Background: an optimization exercise with open tools, aiming at small area. Do not read the settings as production practice.
Function was checked by simulation only, so behaviour that the tests miss may differ from the original.
Power is estimated from default activity; no workload was simulated.

// median
module median (
    input         clk,
    input         rst_n,
    input  [31:0] word0,
    input  [31:0] word1,
    input  [31:0] word2,
    output [7:0]  pixel1,
    output [7:0]  pixel2,
    output [7:0]  pixel3,
    output [7:0]  pixel4,
    output [9:0]  raddr_a,
    output [9:0]  raddr_b,
    output [9:0]  raddr_c,
    output [9:0]  waddr
);
    function gt;
        input [7:0] a;
        input [7:0] b;
        integer i;
        reg g;
        begin
            g = 1'b0;
            for (i = 0; i < 8; i = i + 1)
                g = (a[i] & ~b[i]) | (g & (a[i] | ~b[i]));
            gt = g;
        end
    endfunction
    function [7:0] med3;
        input [7:0] x;
        input [7:0] y;
        input [7:0] z;
        input xy;
        input yz;
        input xz;
        begin
            med3 = (xy == yz) ? y : ((xy == xz) ? z : x);
        end
    endfunction
    wire [7:0] l0, m0, h0, l1, m1, h1, l2, m2, h2, l3, m3, h3;
    sort3 s0 (.a(word0[7:0]),   .b(word1[7:0]),   .c(word2[7:0]),   .lo(l0), .mid(m0), .hi(h0));
    sort3 s1 (.a(word0[15:8]),  .b(word1[15:8]),  .c(word2[15:8]),  .lo(l1), .mid(m1), .hi(h1));
    sort3 s2 (.a(word0[23:16]), .b(word1[23:16]), .c(word2[23:16]), .lo(l2), .mid(m2), .hi(h2));
    sort3 s3 (.a(word0[31:24]), .b(word1[31:24]), .c(word2[31:24]), .lo(l3), .mid(m3), .hi(h3));
    wire [7:0] lo10 = gt(l1, l0) ? l1 : l0;      
    wire [7:0] lo32 = gt(l3, l2) ? l3 : l2;
    wire [7:0] hi10 = gt(h1, h0) ? h0 : h1;      
    wire [7:0] hi32 = gt(h3, h2) ? h2 : h3;
    wire g10 = gt(m1, m0);
    wire g21 = gt(m2, m1);
    wire g20 = gt(m2, m0);
    wire g32 = gt(m3, m2);
    wire g31 = gt(m3, m1);
  ...
clock: 30.0 ns
lec_check: 0
cap_margin: 20
core_margin: 2
core_utilization: 40
cts_buf_list: sky130_fd_sc_hd__clkbuf_8
gpl_timing_driven: 0
slew_margin: 20
standard.sh (not shown) runs the stock make flow with config.mk's settings and CLKGATE_MAP_FILE= SYNTH_SCRIPT=/design/flow/synth_recipe.tcl, a recipe that flattens the netlist after the stock synthesis.
==> flow/flow/run.sh <==
#!/bin/bash
# Own layout flow: the standard flow (standard.sh), with two changes:
#  - ABC maps for area (flow/abc.script) instead of ORFS's speed script with
#    gate up-sizing; ORFS reads that script from SCRIPTS_DIR, so the flow
#    runs on a copy of ORFS's scripts folder with only that file replaced;
#  - the port buffers are sky130_fd_sc_hd__buf_1.
# Everything else (synthesis passes, flattening, register names, floorplan,
# power grid, CTS, routing) is the standard flow.
set -euo pipefail
W=$(pwd)
rm -rf "$W/orfs_scripts"
cp -r "$FLOW_HOME/scripts" "$W/orfs_scripts"
cp "$W/flow/abc.script" "$W/orfs_scripts/abc_speed.script"
bash "$W/standard.sh" "SCRIPTS_DIR=$W/orfs_scripts" \
    "BUFFER_PORTS_ARGS=-buffer_cell sky130_fd_sc_hd__buf_1" finish \
    > "$W/standard.log" 2>&1
==> flow/flow/abc.script <==
&get -n
&st
&syn2
&synch2
&deepsyn -T 60
&dch
&nf -R 1000
&put
Rerun with:
Settings changed: CAP_MARGIN 20 to 0, CTS_BUF_LIST sky130_fd_sc_hd__clkbuf_8 to sky130_fd_sc_hd__clkbuf_16, CTS_CLUSTER_SIZE set to 50, SLEW_MARGIN 20 to 0.
After rerunning: The new run finished but fails on capacitance limit; clock-buffer cell count stays the same; routed wire length stays flat; cell area climbs slightly; core utilization rose by 0.33 points; non-clock buffer count went down by 3.
Rerun with:
==> flow/flow/run.sh (replaced) <==
#!/bin/bash
# Own layout flow: the standard flow (standard.sh), with three changes:
#  - ABC maps for area (flow/abc.script) instead of ORFS's speed script with
#    gate up-sizing; ORFS reads that script from SCRIPTS_DIR, so the flow
#    runs on a copy of ORFS's scripts folder with only that file replaced;
#  - the port buffers are sky130_fd_sc_hd__buf_1;
#  - so are the buffers synthesis puts on pass-through wires.
# Everything else (synthesis passes, flattening, register names, floorplan,
# power grid, CTS, routing) is the standard flow. All output of the flow is
# in standard.log and in ORFS's own logs under orfs/logs.
set -euo pipefail
W=$(pwd)
rm -rf "$W/orfs_scripts"
cp -r "$FLOW_HOME/scripts" "$W/orfs_scripts"
cp "$W/flow/abc.script" "$W/orfs_scripts/abc_speed.script"
bash "$W/standard.sh" "SCRIPTS_DIR=$W/orfs_scripts" \
    "BUFFER_PORTS_ARGS=-buffer_cell sky130_fd_sc_hd__buf_1" \
    "MIN_BUF_CELL_AND_PORTS=sky130_fd_sc_hd__buf_1 A X" finish \
    > "$W/standard.log" 2>&1
==> flow/flow/abc.script (replaced) <==
&get -n
&st
&syn2
&synch2
&deepsyn -T 60
&dch
&nf -R 1000 -p -C 32 -F 8 -a -A 8
&put
Settings changed: CAP_MARGIN 0 to 20, CORE_UTILIZATION 40 to 70, CTS_BUF_LIST sky130_fd_sc_hd__clkbuf_16 to sky130_fd_sc_hd__clkbuf_8, CTS_CLUSTER_SIZE 50 to unset, SLEW_MARGIN 0 to 20.
Outcome:
- Now the flow finished clean
- cell count came out lower by 8.6%
- worst hold slack stays flat
- die area shrinks by 42%
Rerun with:
==> flow/flow/abc.script (replaced) <==
&get -n
&st
&syn2
&synch2
&deepsyn -T 60
&dch
&nf -R 1000
&put
Settings changed: CORE_UTILIZATION 70 to 40.
What happened: Wire length climbs by about 3%; power drops by about 1.5%; final area climbs by 2.0%.
Rerun with:
==> flow/flow/abc.script (replaced) <==
&get -n
&st
&syn2
&synch2
&deepsyn -T 60
&dch
&nf -R 1000 -p -C 32 -F 8 -a -A 8
&put
Settings changed: CTS_BUF_LIST sky130_fd_sc_hd__clkbuf_8 to sky130_fd_sc_hd__clkbuf_4 sky130_fd_sc_hd__clkbuf_8.
Effect: Flip-flop and latch count does not change; fmax went up by 3.3%; synthesized area hardly moves; clock-buffer cell count went down by 1.

[port drivers added, routing unchanged]
Ports are ideal in the flow. The routed layouts listed here were re-timed in OpenROAD.
Step 1 (the two cells are an assumption about what drives the block):
set clk [get_ports {clk}]
set_driving_cell -lib_cell sky130_fd_sc_hd__clkbuf_16 $clk
set_driving_cell -lib_cell sky130_fd_sc_hd__buf_2 [delete_from_list [all_inputs] $clk]
Step 2 also shifts input and output timing later by t, the mid clock arrival at the registers, as if the neighbouring blocks saw the same clock.
a / b / c = ideal ports / drivers / drivers and shift; a / b = the first two.
run | t (ns) | setup slack, ns | hold WS [ns] | worst setup path at the end | latest minus earliest clock arrival (ns)
the first run | 0.416 | 9.064 / 9.037 / 9.037 | 0.477 / 0.477 / 0.477 | input to output | 0.015 / 0.014
the second run | 0.398 | 8.835 / 8.809 / 8.809 | 0.475 / 0.475 / 0.475 | input to output | 0.017 / 0.017
the third run | 0.447 | 9.536 / 9.514 / 9.514 | 0.473 / 0.473 / 0.473 | input to output | 0.012 / 0.012
the fourth run | 0.423 | 9.055 / 9.033 / 9.033 | 0.472 / 0.472 / 0.472 | input to output | 0.018 / 0.018
the fifth run | 0.420 | 9.728 / 9.706 / 9.706 | 0.475 / 0.475 / 0.475 | input to output | 0.017 / 0.017
The setup slack of the first run, which loses most, moves by -0.027 ns with the drivers and by -0.027 ns with both steps.
